This design comes from an exercise in tuning for small area on the open sky130 flow, not from production work.
Function was checked by simulation only, so behaviour that the tests miss may differ from the original.
Power figures rest on the tool's default switching activity, not on a simulated workload.

==> job 9674 <==
// spi_intface
module spi_intface # (parameter NCS = 4)
(
    input  wire S_SYSCLK,   
    input  wire S_RESETN,   
    input  wire [7:0] S_AWADDR,
    input  wire [31: 0] S_WDATA,
    input  wire [3 : 0] S_WSTRB,
    input  wire S_REG_WEN,
    input  wire [7 : 0]  S_ARADDR,
    output wire [31 : 0] S_RDATA,
    input  wire S_REG_RDEN,
    output wire S_INTERRUPT,
    output wire S_SPI_SCK,
    input  wire S_SPI_MISO,
    input  wire S_SPI_MOSI_I,
    output wire S_SPI_MOSI_O,
    output wire S_SPI_MOSI_OE,
    output wire [NCS-1:0] S_SPI_SEL
);
clock: 12.0 ns
lec_check: 0
cap_margin: 20
core_margin: 2
core_utilization: 40
slew_margin: 20
run.sh (not shown) runs the stock make flow with config.mk's settings and CLKGATE_MAP_FILE= SYNTH_SCRIPT=/design/flow/synth_recipe.tcl, a recipe that flattens the netlist after the stock synthesis.
==> job 1702 (differences from job 9674) <==
ABC_AREA = 1   (was default)
CORE_UTILIZATION = 60   (was 40)
==> qor summary <==
quantity                                                         job 1702                         job 9674
Result of the run                        no timing/DRC/antenna violations  no timing/DRC/antenna violations
Area taken by multi-input logic gates                        24,100 sq um                     26,200 sq um
Floorplan die area                                           92,300 sq um                    138,000 sq um
Register-to-register path setup slack                             4.59 ns                          3.49 ns
Syn Nets                                                            6,832                            5,555
Vias/cell                                                            6.52                             6.03
Worst-case setup margin in the final layout                       2.88 ns                          2.56 ns
Cell Count, Final, Fillers Out                                      7,777                            7,145
Worst setup timing slack at the placement stage                   3.05 ns                          3.18 ns
Die width                                                          304 um                           371 um
Layout area overhead                                                9.61%                            11.5%
Internal power consumption                                        5650 uW                          5630 uW
Startpoint type of the worst setup path                        input port                        flip-flop
Area fraction of the dominant cell type after synthesis             0.357                            0.357
Pin count of the biggest net entering global routing                  100                               81
Post-route clock skew                                           0.0179 ns                        0.0861 ns
Post-synthesis instance area                                 53,900 sq um                     54,000 sq um
Clock Network Area Fraction                                        0.0601                           0.0601
Worst vdd rail ir drop                                           0.117 mV                         0.110 mV
Top cell class by occupied area                          sequential cells  multi-input combinational cells
CP max stage delay                                                1.01 ns                          0.67 ns
Power per Cell Area                                           124 nW/um^2                      122 nW/um^2
Final period utilization                                            0.760                            0.787
Multi-input logic cell count                                        4,666                            3,884
Count of cell types in the netlist                                     67                               84
Placer Congestion                                                   0.985                            0.936

* * *

==> sierra: inputs <==
spi_intface, a different RTL version from the one above (not shown whole).
==> flow/config.mk <==
export PLATFORM = sky130hd
export DESIGN_NAME = spi_intface
export DESIGN_NICKNAME = spi_intface
export VERILOG_FILES = /design/flow/design.v
export SDC_FILE = /design/flow/constraint.sdc
export NUM_CORES = 4
export LEC_CHECK = 0
export CAP_MARGIN = 20
export CORE_MARGIN = 2
export CORE_UTILIZATION = 40
export SLEW_MARGIN = 20
==> flow/constraint.sdc <==
create_clock -name core_clock -period 12.0 [get_ports {S_SYSCLK}]
set_input_delay 2.4000 -clock core_clock [delete_from_list [all_inputs] [get_ports {S_SYSCLK}]]
set_output_delay 2.4000 -clock core_clock [all_outputs]
set_load 0.01 [all_outputs]
standard.sh (not shown) runs the stock make flow with config.mk's settings and CLKGATE_MAP_FILE= SYNTH_SCRIPT=/design/flow/synth_recipe.tcl, a recipe that flattens the netlist after the stock synthesis.
==> flow/flow/run.sh <==
#!/bin/bash
# Layout flow: the standard synthesis, then the combinational logic between
# the registers is re-mapped by ABC for area (registers are kept untouched, with
# their names and cell types), then the rest of the standard layout with
# clock-tree synthesis without dummy loads and larger sink clusters, single-drive
# port buffers.
set -euo pipefail
LIB=$FLOW_HOME/platforms/sky130hd/lib/sky130_fd_sc_hd__tt_025C_1v80.lib
R=orfs/results/sky130hd/spi_intface/base
export CTS_ARGS="-sink_clustering_enable -repair_clock_nets -dont_use_dummy_load -buf_list sky130_fd_sc_hd__clkbuf_16 -sink_clustering_size 25 -sink_clustering_max_diameter 80"
export BUFFER_PORTS_ARGS="-buffer_cell sky130_fd_sc_hd__buf_1"

# 1. standard synthesis
bash standard.sh synth > standard_synth.log 2>&1

# 2. re-map the combinational logic
python3 flow/mkmap.py $LIB cellmap.v > mkmap.log 2>&1
cp $R/1_2_yosys.v synth_standard.v
DU=""
for c in sky130_fd_sc_hd__lpflow_bleeder_1 sky130_fd_sc_hd__lpflow_clkbufkapwr_1 sky130_fd_sc_hd__lpflow_clkbufkapwr_16 \
         sky130_fd_sc_hd__lpflow_clkbufkapwr_2 sky130_fd_sc_hd__lpflow_clkbufkapwr_4 sky130_fd_sc_hd__lpflow_clkbufkapwr_8 \
         sky130_fd_sc_hd__lpflow_clkinvkapwr_1 sky130_fd_sc_hd__lpflow_clkinvkapwr_16 sky130_fd_sc_hd__lpflow_clkinvkapwr_2 \
         sky130_fd_sc_hd__lpflow_clkinvkapwr_4 sky130_fd_sc_hd__lpflow_clkinvkapwr_8 sky130_fd_sc_hd__lpflow_decapkapwr_12 \
         sky130_fd_sc_hd__lpflow_decapkapwr_3 sky130_fd_sc_hd__lpflow_decapkapwr_4 sky130_fd_sc_hd__lpflow_decapkapwr_6 \
         sky130_fd_sc_hd__lpflow_decapkapwr_8 sky130_fd_sc_hd__lpflow_inputiso0n_1 sky130_fd_sc_hd__lpflow_inputiso0p_1 \
         sky130_fd_sc_hd__lpflow_inputiso1n_1 sky130_fd_sc_hd__lpflow_inputiso1p_1 sky130_fd_sc_hd__lpflow_inputisolatch_1 \
         sky130_fd_sc_hd__lpflow_isobufsrc_1 sky130_fd_sc_hd__lpflow_isobufsrc_16 sky130_fd_sc_hd__lpflow_isobufsrc_2 \
         sky130_fd_sc_hd__lpflow_isobufsrc_4 sky130_fd_sc_hd__lpflow_isobufsrc_8 sky130_fd_sc_hd__lpflow_isobufsrckapwr_16 \
         sky130_fd_sc_hd__lpflow_lsbuf_lh_hl_isowell_tap_1 sky130_fd_sc_hd__lpflow_lsbuf_lh_hl_isowell_tap_2 sky130_fd_sc_hd__probe_p_8 \
         sky130_fd_sc_hd__probec_p_8; do
  DU="$DU -dont_use $c"
done
yosys -l resynth.log -p "
  read_liberty -lib $LIB
  read_verilog cellmap.v
  read_verilog synth_standard.v
  hierarchy -top spi_intface
  flatten
  proc
  techmap
  opt -fast
  opt_clean
  rename -hide w:*.*
  abc -liberty $LIB $DU -script flow/resynth.abc
  opt_clean -purge
  hilomap -singleton -hicell sky130_fd_sc_hd__conb_1 HI -locell sky130_fd_sc_hd__conb_1 LO
  splitnets
  opt_clean -purge
  insbuf -buf sky130_fd_sc_hd__buf_4 A X
  stat -liberty $LIB
  write_verilog -noattr -noexpr -nohex -nodec synth_resynth.v
" > resynth.stdout 2>&1
cp synth_resynth.v $R/1_2_yosys.v
rm -f $R/1_synth.odb $R/1_synth.sdc

# 3. the rest of the standard layout
bash standard.sh > standard.log 2>&1
==> flow/flow/mkmap.py <==
# Writes a Verilog model (assign statements) of every combinational cell of a
# liberty file, so that yosys can flatten a mapped netlist back into logic.
import re, sys
lib = open(sys.argv[1]).read()
out = []
for c in re.split(r'\n\s*cell\s*\(', lib)[1:]:
    name = c.split(')')[0].strip('"')
    if re.search(r'\b(ff|latch|statetable)\s*\(', c):
        continue
    pins = re.findall(r'\n\s*pin\s*\(\s*"?(\w+)"?\s*\)\s*\{(.*?)\n\s{8}\}', c, re.S)
    ins, outs, ok = [], [], True
    for pn, body in pins:
        d = re.search(r'direction\s*:\s*"?(\w+)"?', body)
        if not d:
            continue
        if d.group(1) == 'input':
            ins.append(pn)
        elif d.group(1) == 'output':
            f = re.search(r'function\s*:\s*"([^"]*)"', body)
            if not f:
                ok = False
                break
            outs.append((pn, f.group(1).replace('!', '~')))
    if not ok or not outs or not ins:
        continue
    out.append("module %s(%s);\n%s\n%s\n%s\nendmodule\n" % (
        name, ", ".join(ins + [o for o, _ in outs]),
        "\n".join("  input %s;" % i for i in ins),
        "\n".join("  output %s;" % o for o, _ in outs),
        "\n".join("  assign %s = %s;" % (o, f) for o, f in outs)))
open(sys.argv[2], 'w').write("\n".join(out))
print("%d cells" % len(out))
==> flow/flow/resynth.abc <==
strash
&get -n
&deepsyn -T 360
&put
dch -f
amap -F 4 -A 8
topo
==> fjord: changes against sierra <==
--- a/flow/design.v
+++ b/flow/design.v
@@ -179,14 +179,15 @@
 reg [2:0]  spitf_idx;
 reg [15:0] num_spitf_upd;
 reg [3:0]  spi_sel;
 reg [3:0]  cnt_csbef;
 reg [3:0]  cnt_csaft;
 reg [4:0]  cnt_cscg;
 reg        t_spi_mosi;
+reg        spi_brg_go;
 reg        chr_go;
 reg        chr_done;
 reg [3:0]  char_bit_cnt;
 reg [15:0] char_trx_idx;
 reg        frame_go;
 reg        frame_done;
 reg        frame_next_start;
@@ -217,15 +218,14 @@
 wire [3:0]  CSBEF  = CSMODE[CSMODE_CSBEF_HI:CSMODE_CSBEF_LO];
 wire [3:0]  CSAFT  = CSMODE[CSMODE_CSAFT_HI:CSMODE_CSAFT_LO];
 wire [4:0]  CSCG   = CSMODE[CSMODE_CSCG_HI:CSMODE_CSCG_LO];
 wire        WIDE   = LEN[3];           
 wire st_idle  = (frame_state == FRAME_SM_IDLE);
 wire st_trans = (frame_state == FRAME_SM_IN_TRANS);
 wire st_cg    = (frame_state == FRAME_SM_CG_WAIT);
-wire spi_brg_go = ~st_idle & ~frame_go;
 wire [15:0] num_spitf_trx = WIDE ? {1'b0, char_trx_idx[15:1]} : {2'b00, char_trx_idx[15:2]};
 wire        TXE = (num_spitf_trx == num_spitf_upd);
 wire [15:0] num_bytes_to_mosi = WIDE ? {char_trx_idx[14:0], 1'b0} : char_trx_idx;
 wire [15:0] nbytes_need_tx = {num_spitf_upd[13:0], 2'b00} - num_bytes_to_mosi;
 wire [15:0] TXCNT = (|num_spitf_upd) ? 16'd32 - nbytes_need_tx : 16'd32;
 wire        TNF = (TXCNT > 16'd3);
 wire        TXT = (TXCNT < {10'd0, TXTHR});
@@ -263,37 +263,36 @@
 always @(posedge S_SYSCLK) begin
     if (~rstn | wr_spmode)
         SPMODE <= {wd0[31:13], wd1[12], wd0[11:4], wd1[3:0]};
     if (~rstn | wr_spim)
         SPIM <= wd0;
     if (~rstn | wr_spcom)
         SPCOM <= wd0;
-    csmodex <= {wd0[31:21], wd1[20], wd0[19:0]};
-    cs_idx  <= S_AWADDR[3:2] & {2{rstn}};
+    if (~rstn | wr_csm)
+        csmodex <= {wd0[31:21], wd1[20], wd0[19:0]};
 end
 integer i, j, k, m;
-reg [31:0] tf_last;
-always @(posedge S_SYSCLK)
-    if (~rstn | wr_spitf)
-        tf_last <= wd0;
 always @(posedge S_SYSCLK) begin
     for (i = 0; i < 8; i = i + 1)
         if (~rstn | (wr_spitf & (spitf_idx == i)))
             SPI_TXFIFO[i] <= wd0;
 end
 always @(posedge S_SYSCLK) begin
     if (!rstn) begin
+        cs_idx <= 0;
         csmodex_updated <= 0;
         spcom_updated <= 0;
         spirf_updated <= 0;
         spitf_idx <= 0;
         num_spitf_upd <= 0;
     end
     else begin
         csmodex_updated <= wr_csm;
+        if (wr_csm)
+            cs_idx <= wa[1:0];
         spcom_updated <= wr_spcom & EN;
         spirf_updated <= S_REG_RDEN & (S_ARADDR == ADDR_SPIRF);
         if (!EN || frame_done) begin
             spitf_idx <= 0;
             num_spitf_upd <= 0;
         end
         if (wr_spitf) begin
@@ -346,14 +345,15 @@
     if (!rstn) begin
         data_rx <= 0;
         spi_sel <= 4'hf;
         cnt_csbef <= 0;
         cnt_csaft <= 0;
         cnt_cscg  <= 0;
         t_spi_mosi <= 0;
+        spi_brg_go <= 0;
         chr_go       <= 0;
         chr_done     <= 0;
         char_trx_idx <= 0;
         frame_go   <= 0;
         frame_done <= 0;
         frame_next_start <= 0;
         frame_state <= FRAME_SM_IDLE;
@@ -362,14 +362,15 @@
         if (csmodex_updated)
             spi_sel[cs_idx] <= csmodex[CSMODE_POL];
         if (frame_go) begin
             frame_go <= 0;
             t_spi_mosi <= 1'b0;
             char_trx_idx <= 0;
             spi_sel[SPCOM_CS] <= ~POL;
+            spi_brg_go <= 1;
         end
         if (frame_done) begin
             frame_done <= 0;
             char_trx_idx <= 0;
         end
         if (chr_done) begin
             chr_done <= 0;
@@ -382,14 +383,15 @@
             chr_go <= 0;
             data_rx <= 0;
         end
         if (spcom_updated) begin
             char_trx_idx <= 0;
             if (st_idle) begin
                 frame_go <= 1;
+                spi_brg_go <= 0;
                 frame_state <= FRAME_SM_BEF_WAIT;
                 cnt_cscg <= CSCG;
             end
             else begin
                 frame_next_start <= 1;
             end
             cnt_csbef <= CSBEF;
@@ -434,14 +436,15 @@
                         frame_state <= FRAME_SM_CG_WAIT;
                         spi_sel[SPCOM_CS] <= POL;
                     end
                 FRAME_SM_CG_WAIT:
                     if (|cnt_cscg)
                         cnt_cscg <= cnt_cscg - 1'b1;
                     else begin
+                        spi_brg_go <= 0;
                         if (frame_next_start) begin
                             frame_state <= FRAME_SM_BEF_WAIT;
                             frame_next_start <= 0;
                             frame_go <= 1;
                             cnt_cscg <= CSCG;
                         end
                         else
@@ -450,19 +453,19 @@
                 default: ;
             endcase
         end
         if (first_edge && st_trans && !CPHA)
             data_rx[char_bit_cnt] <= din;
     end
 end
-wire [2:0] tx_word = WIDE ? char_trx_idx[3:1] : char_trx_idx[4:2];
-wire [4:0] tx_bit  = WIDE ? {char_trx_idx[0], cbc_nx[3:0]} : {char_trx_idx[1:0], cbc_nx[2:0]};
-wire [31:0] tx_w = SPI_TXFIFO[tx_word];
+wire [255:0] txbits = {SPI_TXFIFO[7], SPI_TXFIFO[6], SPI_TXFIFO[5], SPI_TXFIFO[4],
+                       SPI_TXFIFO[3], SPI_TXFIFO[2], SPI_TXFIFO[1], SPI_TXFIFO[0]};
+wire [7:0] tx_addr = WIDE ? {char_trx_idx[3:0], cbc_nx[3:0]} : {char_trx_idx[4:0], cbc_nx[2:0]};
 always @(posedge S_SYSCLK)
-    mosi_r <= rstn & ~(~WIDE & cbc_nx[3]) & tx_w[tx_bit];
+    mosi_r <= rstn & ~(~WIDE & cbc_nx[3]) & txbits[tx_addr];
 wire rx_ev = second_edge & ~TO & st_trans & char_end;
 wire [3:0] llen = (LEN == 4'd13 && !spirf_char_idx[0]) ? 4'd12 : LEN;
 reg  [15:0] rx_char;
 always @(*) begin
     if (CPHA) begin
         if (REV)
             rx_char = {data_rx[15:1], din};
@@ -557,15 +560,15 @@
         ADDR_SPIE   : rdata = SPIE;
         ADDR_SPCOM  : rdata = SPCOM;
         ADDR_SPIM   : rdata = SPIM;
         ADDR_CSMODE0: rdata = CSXMODE[0];
         ADDR_CSMODE1: rdata = CSXMODE[1];
         ADDR_CSMODE2: rdata = CSXMODE[2];
         ADDR_CSMODE3: rdata = CSXMODE[3];
-        ADDR_SPITF  : rdata = (|spitf_idx) ? tf_last : 32'd0;
+        ADDR_SPITF  : rdata = (|spitf_idx) ? SPI_TXFIFO[spitf_idx - 1'b1] : 32'd0;
         ADDR_SPIRF  : rdata = RNE ? SPI_RXFIFO[spirf_rd_idx] : 32'd0;
         default     : rdata = 32'd0;
     endcase
 end
 assign S_RDATA = rdata;
 endmodule
 localparam REG_WIDTH           = 32;
==> flow/run.sh (new file) <==
#!/bin/bash
# synth_recipe.tcl (not shown) runs the flow's synth.tcl, then flattens the netlist and writes it again
# the make line also repeats each setting of config.mk as NAME=value (left out here)
make -C /OpenROAD-flow-scripts/flow DESIGN_CONFIG=/design/flow/config.mk WORK_HOME=/design/flow/orfs CLKGATE_MAP_FILE= SYNTH_SCRIPT=/design/flow/synth_recipe.tcl finish
removed: flow/flow/run.sh
removed: flow/flow/mkmap.py
removed: flow/flow/resynth.abc
removed: flow/standard.sh
==> comparison table <==
Outcome: sierra finished clean; fjord finished clean
Die width: sierra 316 um; fjord 344 um
Synthesized netlist cell count: sierra 3011; fjord 4078
Period utilization: sierra 78.8%; fjord 85.2%
Routed via count divided by cell count: sierra 6.25; fjord 6.12
Number of stages on the worst setup path: sierra 24; fjord 23
Area inside the core boundary: sierra 0.0966 mm^2; fjord 0.115 mm^2
Internal cell power: sierra 4.76 mW; fjord 5.87 mW
Final-layout clock buffer total: sierra 50; fjord 131
Count of sequential standard cells: sierra 989; fjord 958
Wire length of the first global-routing pass: sierra 183000 um; fjord 225000 um
Destination of the worst register-to-register timing path: sierra num_spitf_upd[13]; fjord num_spitf_upd[2]
M3 GR Usage: sierra 4.65%; fjord 5.84%
Number of antenna violations at the first check in global routing: sierra 3; fjord 4
Tapcell Cnt: sierra 1276; fjord 1512
Total number of H-tree levels: sierra 2; fjord 3
Met1 Usage GRT: sierra 34.5%; fjord 35.8%
Post-route insts no fill: sierra 4518; fjord 5730
Placed Instance Area: sierra 0.0419 mm^2; fjord 0.0491 mm^2
Via count of the first global-routing pass: sierra 26524; fjord 32928
Leak: sierra 14.0 nW; fjord 18.8 nW
Inverter count of the layout excluding clock inverters: sierra 274; fjord 132
Worst hold-check slack: sierra 0.464 ns; fjord 0.477 ns
Layout net count: sierra 3301; fjord 4305

static timing again, ports no longer ideal:
The results above use ideal ports. As a check the final layouts listed here were re-extracted and re-timed, cells and wires unchanged. Step 1 (the two cells are an assumption about what drives the block):
set clk [get_ports {S_SYSCLK}]
set_driving_cell -lib_cell sky130_fd_sc_hd__clkbuf_16 $clk
set_driving_cell -lib_cell sky130_fd_sc_hd__buf_2 [delete_from_list [all_inputs] $clk]
Step 2 adds t to the input delays and takes it off the output delays; t is the mean of the earliest and latest rising clock arrival at the registers after step 1. Input paths then give back, and output paths get back, about the clock's delay inside the block. Three values: ideal ports, drivers, drivers and shift; two values: the first two.
run | t (ns) | slack for setup (ns) | worst setup path at the end | latest minus earliest clock arrival (ns) | cell pins on the clock port's net
job 9674 | 0.799 | 2.557 / 2.483 / 2.947 | input to output | 0.086 / 0.087 | 1
job 1702 | 0.764 | 2.878 / 2.855 / 2.855 | input to output | 0.020 / 0.021 | 1
sierra | 0.680 | 2.542 / 2.474 / 3.083 | register to register | 0.085 / 0.085 | 1
fjord | 0.758 | 1.774 / 1.706 / 2.464 | register to output | 0.069 / 0.069 | 1
After both steps setup and hold are still met in every run listed. The setup slack of job 1702, which loses most, moves by -0.023 ns with the drivers and by -0.023 ns with both steps.
